Background: an optimization exercise with open tools, aiming at small area, a short achievable clock period and few clock cycles per item. Do not read the settings as production practice.
At most, simulation tests tie the RTL to the original design; equivalence was not proved.

==> flow/design.v <==
module rom (
	input  [3:0]  addr,
	output [15:0] q
);
	assign q = (addr[1:0] == 2'd1) ? 16'h1dac :
	           (addr[1:0] == 2'd2) ? 16'h0fae :
	           (addr[1:0] == 2'd3) ? 16'h07f5 :
	           16'h03ff;
endmodule
module cordic_core (
	input             clk, rst, en,
	input      [15:0] z,
	input      [15:0] q,
	output     [3:0]  addr,
	output reg        done,
	output     [15:0] x, y
);
	reg               busy;
	reg        [3:0]  n;
	reg signed [15:0] xr, yr, zr;
	reg               inr;     
	reg               dn;      
	reg        [2:0]  kd;      
	reg        [3:0]  zs;      
	wire accept = en & ~busy;
	wire inr_v  = (zr[15:10] == 6'b000000) | (zr[15:10] == 6'b111111);
	function lt;
		input [15:0] a, c;
		integer i;
		begin
			lt = 1'b0;
			for (i = 0; i < 16; i = i + 1)
				if (c[i] ^ (i == 15))
					lt = ~(a[i] ^ (i == 15)) | lt;
				else
					lt = ~(a[i] ^ (i == 15)) & lt;
		end
	endfunction
	wire d0 = z[15];
	wire d1 = d0 ? lt(z, -16'sd12868) : lt(z, 16'sd12868);
	wire d2 = d0 ? (d1 ? lt(z, -16'sd20464) : lt(z, -16'sd5272))
	             : (d1 ? lt(z,  16'sd5272)  : lt(z,  16'sd20464));
	wire [15:0] x2 = (d1 == d0) ? (d0 ? 16'h136e : 16'h136f) : (d0 ? 16'h3a4c : 16'h3a4b);
	wire [15:0] y2 = d1 ? (d0 ? 16'hc5b5 : 16'h136f) : (d0 ? 16'hec91 : 16'h3a4b);
	wire [15:0] kz = (kd == 3'd0) ? 16'ha062 : (kd == 3'd1) ? 16'h04ea :
	                 (kd == 3'd2) ? 16'hdbba : (kd == 3'd3) ? 16'h4042 :
	                 (kd == 3'd4) ? 16'hbfbe : (kd == 3'd5) ? 16'h2446 :
	                 (kd == 3'd6) ? 16'hfb16 : 16'h5f9e;
	wire signed [15:0] yc = yr ^ {16{~dn}};
	wire signed [15:0] xc = xr ^ {16{dn}};
	wire        [15:0] oy = yc >>> n;
	wire        [15:0] ox = xc >>> n;
	wire        [15:0] qa = ({16{zs[1]}} & 16'h07f5) | ({16{zs[2]}} & 16'h03ff);
	wire        [15:0] oz = zs[0] ? kz : (qa ^ {16{~dn}});
	wire               cz = ~zs[0] & ~dn;
	wire        [16:0] sx = {xr, 1'b1} + {oy, ~dn};
	wire        [16:0] sy = {yr, 1'b1} + {ox, dn};
	wire        [16:0] sz = {zr, 1'b1} + {oz, cz};
	always @(posedge clk) begin
		if (accept) begin
			xr <= x2;
			yr <= y2;
			zr <= z;
			dn <= d2;
			n  <= 4'd2;
			zs <= 4'b0001;
		end else begin
			xr <= sx[16:1];
			yr <= sy[16:1];
			zr <= (|zs[2:0]) ? sz[16:1] : {zr[15], zr[13:0], 1'b0};
			n  <= n + 4'd1;
			zs <= {zs[2:0], 1'b0};
			if (|zs[2:0])
				dn <= sz[16];
			else if (zs[3] ? inr_v : inr)
				dn <= ~zr[9];
			else
				dn <= zr[15];
		end
		if (zs[3])
			inr <= inr_v;
		kd <= {d2, d1, d0};    
	end
	always @(posedge clk, posedge rst) begin
		if (rst) begin
			busy <= 1'b0;
			done <= 1'b0;
		end else begin
			busy <= accept | (busy & (n != 4'd14));
			done <= busy & (n == 4'd14);
		end
	end
	assign addr = n;
	assign x = xr;
	assign y = yr;
endmodule
module cordic (
	input                clk, rst, en,
	output               done,
	input  signed [15:0] z,
	output signed [15:0] x, y
);
	wire [3:0]  rom_addr;
	wire [15:0] rom_data;
	cordic_core u_cordic_core (
		.clk(clk), .rst(rst), .en(en), .z(z),
		.addr(rom_addr), .q(rom_data),
		.done(done), .x(x), .y(y)
	);
	rom u_rom (.addr(rom_addr), .q(rom_data));
endmodule
Settings: LEC_CHECK=0, ABC_AREA=1, CAP_MARGIN=20, CORE_MARGIN=2, CORE_UTILIZATION=60, GPL_TIMING_DRIVEN=1, SETUP_SLACK_MARGIN=3.0, SLEW_MARGIN=20; clock period 6.0 ns.
run.sh (not shown) runs the stock make flow with config.mk's settings and CLKGATE_MAP_FILE= SYNTH_SCRIPT=/design/flow/synth_recipe.tcl, a recipe that flattens the netlist after the stock synthesis.
The first run went through all stages and came out clean.
Change:
==> flow/design.v (replaced) <==
module rom (
	input  [2:0]  addr,
	output [15:0] q
);
	assign q = (addr == 3'd0) ? 16'ha062 : (addr == 3'd1) ? 16'h04ea :
	           (addr == 3'd2) ? 16'hdbba : (addr == 3'd3) ? 16'h4042 :
	           (addr == 3'd4) ? 16'hbfbe : (addr == 3'd5) ? 16'h2446 :
	           (addr == 3'd6) ? 16'hfb16 : 16'h5f9e;
endmodule
module cordic_core (
	input             clk, rst, en,
	input      [15:0] z,
	input      [15:0] q,
	output     [2:0]  addr,
	output reg        done,
	output     [15:0] x, y
);
	reg               busy;
	reg        [3:0]  m;       
	reg signed [15:0] xr, yr, zr;
	reg               inr;     
	reg               dn;      
	reg        [2:0]  kd;      
	reg        [3:0]  zs;      
	wire accept = en & ~busy;
	wire inr_v  = (zr[15:10] == 6'b000000) | (zr[15:10] == 6'b111111);
	function lt;
		input [15:0] a, c;
		integer i;
		begin
			lt = 1'b0;
			for (i = 0; i < 16; i = i + 1)
				if (c[i] ^ (i == 15))
					lt = ~(a[i] ^ (i == 15)) | lt;
				else
					lt = ~(a[i] ^ (i == 15)) & lt;
		end
	endfunction
	wire d0 = z[15];
	wire d1 = d0 ? lt(z, -16'sd12868) : lt(z, 16'sd12868);
	wire d2 = d0 ? (d1 ? lt(z, -16'sd20464) : lt(z, -16'sd5272))
	             : (d1 ? lt(z,  16'sd5272)  : lt(z,  16'sd20464));
	wire [15:0] x2 = (d1 == d0) ? (d0 ? 16'h136e : 16'h136f) : (d0 ? 16'h3a4c : 16'h3a4b);
	wire [15:0] y2 = d1 ? (d0 ? 16'hc5b5 : 16'h136f) : (d0 ? 16'hec91 : 16'h3a4b);
	wire signed [15:0] yc = yr ^ {16{~dn}};
	wire signed [15:0] xc = xr ^ {16{dn}};
	wire signed [15:0] yc2 = yc >>> 2;
	wire signed [15:0] xc2 = xc >>> 2;
	wire        [15:0] oy = yc2 >>> m;
	wire        [15:0] ox = xc2 >>> m;
	wire        [15:0] qa = ({16{zs[1]}} & 16'h07f5) | ({16{zs[2]}} & 16'h03ff);
	wire        [15:0] oz = zs[0] ? q : (qa ^ {16{~dn}});
	wire               cz = ~zs[0] & ~dn;
	wire        [16:0] sx = {xr, 1'b1} + {oy, ~dn};
	wire        [16:0] sy = {yr, 1'b1} + {ox, dn};
	wire        [16:0] sz = {zr, 1'b1} + {oz, cz};
	always @(posedge clk) begin
		if (accept) begin
			xr <= x2;
			yr <= y2;
			zr <= z;
			dn <= d2;
			m  <= 4'd0;
			zs <= 4'b0001;
		end else begin
			xr <= sx[16:1];
			yr <= sy[16:1];
			zr <= (|zs[2:0]) ? sz[16:1] : {zr[15], zr[13:0], 1'b0};
			m  <= m + 4'd1;
			zs <= {zs[2:0], 1'b0};
			if (|zs[2:0])
				dn <= sz[16];
			else if (zs[3] ? inr_v : inr)
				dn <= ~zr[9];
			else
				dn <= zr[15];
		end
		if (zs[3])
			inr <= inr_v;
		kd <= {d2, d1, d0};    
	end
	always @(posedge clk, posedge rst) begin
		if (rst) begin
			busy <= 1'b0;
			done <= 1'b0;
		end else begin
			busy <= accept | (busy & (m != 4'd12));
			done <= busy & (m == 4'd12);
		end
	end
	assign addr = kd;
	assign x = xr;
	assign y = yr;
endmodule
module cordic (
	input                clk, rst, en,
	output               done,
	input  signed [15:0] z,
	output signed [15:0] x, y
);
	wire [2:0]  rom_addr;
	wire [15:0] rom_data;
	cordic_core u_cordic_core (
		.clk(clk), .rst(rst), .en(en), .z(z),
		.addr(rom_addr), .q(rom_data),
		.done(done), .x(x), .y(y)
	);
	rom u_rom (.addr(rom_addr), .q(rom_data));
endmodule
Outcome: Sequential cell count stays the same; hold slack degrades by 0.014 ns; worst setup slack degrades by 0.13 ns; sequential share of layout area came out higher by 0.39 points; synthesized cell count came out lower by 3.3%; via count came out higher by 1.7%.
Testbench counts after the change, summed over its fixed seeds: cycles 33,600, items 2,400.
The RTL of the first run of this note was laid out without a check of its function.

* * *

Another version of the RTL of cordic (not shown whole).
For scale: ~63 flip-flops.
==> module rom, before the edit <==
module rom (
	input  [2:0]  addr,
	output [15:0] q
);
	assign q = (addr == 3'd0) ? 16'ha062 : (addr == 3'd1) ? 16'h04ea :
	           (addr == 3'd2) ? 16'hdbba : (addr == 3'd3) ? 16'h4042 :
	           (addr == 3'd4) ? 16'hbfbe : (addr == 3'd5) ? 16'h2446 :
	           (addr == 3'd6) ? 16'hfb16 : 16'h5f9e;
endmodule
==> module cordic_core, before the edit <==
module cordic_core (
	input             clk, rst, en,
	input      [15:0] z,
	input      [15:0] q,
	output     [2:0]  addr,
	output reg        done,
	output     [15:0] x, y
);
	reg               busy;
	reg        [3:0]  n;
	reg signed [15:0] xr, yr, zr;
	reg               inr;     
	reg               dn;      
	reg        [2:0]  kd;      
	reg        [3:0]  zs;      
	wire accept = en & ~busy;
	wire inr_v  = (zr[15:10] == 6'b000000) | (zr[15:10] == 6'b111111);
	function lt;
		input [15:0] a, c;
		integer i;
		begin
			lt = 1'b0;
			for (i = 0; i < 16; i = i + 1)
				if (c[i] ^ (i == 15))
					lt = ~(a[i] ^ (i == 15)) | lt;
				else
					lt = ~(a[i] ^ (i == 15)) & lt;
		end
	endfunction
	wire d0 = z[15];
	wire d1 = d0 ? lt(z, -16'sd12868) : lt(z, 16'sd12868);
	wire d2 = d0 ? (d1 ? lt(z, -16'sd20464) : lt(z, -16'sd5272))
	             : (d1 ? lt(z,  16'sd5272)  : lt(z,  16'sd20464));
	wire [15:0] x2 = (d1 == d0) ? (d0 ? 16'h136e : 16'h136f) : (d0 ? 16'h3a4c : 16'h3a4b);
	wire [15:0] y2 = d1 ? (d0 ? 16'hc5b5 : 16'h136f) : (d0 ? 16'hec91 : 16'h3a4b);
	wire signed [15:0] yc = yr ^ {16{~dn}};
	wire signed [15:0] xc = xr ^ {16{dn}};
	wire        [15:0] oy = yc >>> n;
	wire        [15:0] ox = xc >>> n;
	wire        [15:0] qa = ({16{zs[1]}} & 16'h07f5) | ({16{zs[2]}} & 16'h03ff);
	wire        [15:0] oz = zs[0] ? q : (qa ^ {16{~dn}});
	wire               cz = ~zs[0] & ~dn;
	wire        [16:0] sx = {xr, 1'b1} + {oy, ~dn};
	wire        [16:0] sy = {yr, 1'b1} + {ox, dn};
	wire        [16:0] sz = {zr, 1'b1} + {oz, cz};
	always @(posedge clk) begin
		if (accept) begin
			xr <= x2;
			yr <= y2;
			zr <= z;
			dn <= d2;
			n  <= 4'd2;
			zs <= 4'b0001;
		end else begin
			xr <= sx[16:1];
			yr <= sy[16:1];
			zr <= (|zs[2:0]) ? sz[16:1] : {zr[15], zr[13:0], 1'b0};
			n  <= n + 4'd1;
			zs <= {zs[2:0], 1'b0};
			if (|zs[2:0])
				dn <= sz[16];
			else if (zs[3] ? inr_v : inr)
				dn <= ~zr[9];
			else
				dn <= zr[15];
		end
		if (zs[3])
			inr <= inr_v;
		kd <= {d2, d1, d0};    
	end
	always @(posedge clk, posedge rst) begin
		if (rst) begin
			busy <= 1'b0;
			done <= 1'b0;
		end else begin
			busy <= accept | (busy & (n != 4'd14));
			done <= busy & (n == 4'd14);
		end
	end
	assign addr = kd;
	assign x = xr;
	assign y = yr;
endmodule
==> module cordic, before the edit <==
module cordic (
	input                clk, rst, en,
	output               done,
	input  signed [15:0] z,
	output signed [15:0] x, y
);
	wire [2:0]  rom_addr;
	wire [15:0] rom_data;
	cordic_core u_cordic_core (
		.clk(clk), .rst(rst), .en(en), .z(z),
		.addr(rom_addr), .q(rom_data),
		.done(done), .x(x), .y(y)
	);
	rom u_rom (.addr(rom_addr), .q(rom_data));
endmodule
clock: 6.0 ns
lec_check: 0
abc_area: 1
cap_margin: 20
core_margin: 2
core_utilization: 60
gpl_timing_driven: 1
setup_slack_margin: 2.8
slew_margin: 20
Testbench counts at the start, summed over its fixed seeds: cycles 33,600, items 2,400.
Then changed:
==> flow/design.v (replaced) <==
module rom (
	input  [3:0]  addr,
	output [15:0] q
);
	assign q = (addr[1:0] == 2'd1) ? 16'h1dac :
	           (addr[1:0] == 2'd2) ? 16'h0fae :
	           (addr[1:0] == 2'd3) ? 16'h07f5 :
	           16'h03ff;
endmodule
module cordic_core (
	input             clk, rst, en,
	input      [15:0] z,
	input      [15:0] q,
	output     [3:0]  addr,
	output reg        done,
	output     [15:0] x, y
);
	reg               busy;
	reg        [3:0]  n;
	reg signed [15:0] xr, yr, zr;
	reg               inr;     
	reg               dn;      
	reg        [2:0]  kd;      
	reg        [3:0]  zs;      
	wire accept = en & ~busy;
	wire inr_v  = (zr[15:10] == 6'b000000) | (zr[15:10] == 6'b111111);
	wire signed [15:0] zi = z;
	wire d0 = zi[15];
	wire d1 = d0 ? (zi < -16'sd12868) : (zi < 16'sd12868);
	wire d2 = d0 ? (d1 ? (zi < -16'sd20464) : (zi < -16'sd5272))
	             : (d1 ? (zi <  16'sd5272)  : (zi <  16'sd20464));
	wire [15:0] x2 = (d1 == d0) ? (d0 ? 16'h136e : 16'h136f) : (d0 ? 16'h3a4c : 16'h3a4b);
	wire [15:0] y2 = d1 ? (d0 ? 16'hc5b5 : 16'h136f) : (d0 ? 16'hec91 : 16'h3a4b);
	wire [15:0] kz = (kd == 3'd0) ? 16'ha062 : (kd == 3'd1) ? 16'h04ea :
	                 (kd == 3'd2) ? 16'hdbba : (kd == 3'd3) ? 16'h4042 :
	                 (kd == 3'd4) ? 16'hbfbe : (kd == 3'd5) ? 16'h2446 :
	                 (kd == 3'd6) ? 16'hfb16 : 16'h5f9e;
	wire signed [15:0] ysh = yr >>> n;
	wire signed [15:0] xsh = xr >>> n;
	wire        [15:0] oy = ysh ^ {16{~dn}};
	wire        [15:0] ox = xsh ^ {16{dn}};
	wire        [15:0] qa = ({16{zs[1]}} & 16'h07f5) | ({16{zs[2]}} & 16'h03ff);
	wire        [15:0] oz = zs[0] ? kz : (qa ^ {16{~dn}});
	wire               cz = ~zs[0] & ~dn;
	wire        [16:0] sx = {xr, 1'b1} + {oy, ~dn};
	wire        [16:0] sy = {yr, 1'b1} + {ox, dn};
	wire        [16:0] sz = {zr, 1'b1} + {oz, cz};
	always @(posedge clk) begin
		if (accept) begin
			xr <= x2;
			yr <= y2;
			zr <= z;
			dn <= d2;
			kd <= {d2, d1, d0};
			n  <= 4'd2;
			zs <= 4'b0001;
		end else begin
			xr <= sx[16:1];
			yr <= sy[16:1];
			zr <= (|zs[2:0]) ? sz[16:1] : {zr[15], zr[13:0], 1'b0};
			n  <= n + 4'd1;
			zs <= {zs[2:0], 1'b0};
			if (|zs[2:0])
				dn <= sz[16];
			else if (zs[3] ? inr_v : inr)
				dn <= ~zr[9];
			else
				dn <= zr[15];
		end
		if (zs[3])
			inr <= inr_v;
	end
	always @(posedge clk, posedge rst) begin
		if (rst) begin
			busy <= 1'b0;
			done <= 1'b0;
		end else begin
			busy <= accept | (busy & (n != 4'd14));
			done <= busy & (n == 4'd14);
		end
	end
	assign addr = n;
	assign x = xr;
	assign y = yr;
endmodule
module cordic (
	input                clk, rst, en,
	output               done,
	input  signed [15:0] z,
	output signed [15:0] x, y
);
	wire [3:0]  rom_addr;
	wire [15:0] rom_data;
	cordic_core u_cordic_core (
		.clk(clk), .rst(rst), .en(en), .z(z),
		.addr(rom_addr), .q(rom_data),
		.done(done), .x(x), .y(y)
	);
	rom u_rom (.addr(rom_addr), .q(rom_data));
endmodule
Result: The new run completed with no timing, DRC or antenna violations. Cell area stays flat. Count of clock-buffer cells in the layout fell by 3. Critical path depth fell by 5. First-iteration DRC count fell by 2.7%. Core utilization fell by 3.0 points. Sequential cell count is unchanged. Clock skew rose by 0.0059 ns. Worst setup slack gains 0.092 ns. Via count rose by 3.4%. Routed wire length hardly moves.
For the second run of this note, only the layout was checked, not whether the RTL still works.

[afterwards: timing with drivers on the ports]
How much do the figures lean on ideal ports? The routed layouts below were timed once more, with nothing changed but the port constraints. Step 1 (the two cells are an assumption about what drives the block):
set clk [get_ports {clk}]
set_driving_cell -lib_cell sky130_fd_sc_hd__clkbuf_16 $clk
set_driving_cell -lib_cell sky130_fd_sc_hd__buf_2 [delete_from_list [all_inputs] $clk]
Step 2 times the ports against the registers' clock, not the clock port: input delays grow and output delays shrink by t, the midpoint of the rising clock arrivals with the driver on. Three values: no drivers, after step 1, after step 2; two values: the first two.
run	shift t [ns]	setup WS [ns]	worst hold slack (ns)	latest minus earliest clock arrival (ns)	slew at the worst register clock pin (ns)
the first run of note 1	0.388	2.995 / 2.995 / 2.733	0.481 / 0.481 / 0.481	0.015 / 0.015	0.08 / 0.08
the second run of note 1	0.403	2.861 / 2.861 / 2.740	0.466 / 0.466 / 0.466	0.010 / 0.011	0.07 / 0.07
the first run of note 2	0.382	2.809 / 2.809 / 2.691	0.478 / 0.478 / 0.478	0.009 / 0.010	0.08 / 0.08
the second run of note 2	0.410	2.901 / 2.918 / 2.507	0.486 / 0.486 / 0.486	0.016 / 0.015	0.09 / 0.09
After both steps setup and hold are still met in every run listed. The setup slack of the second run of note 2, which loses most, moves by +0.017 ns with the drivers and by -0.394 ns with both steps.
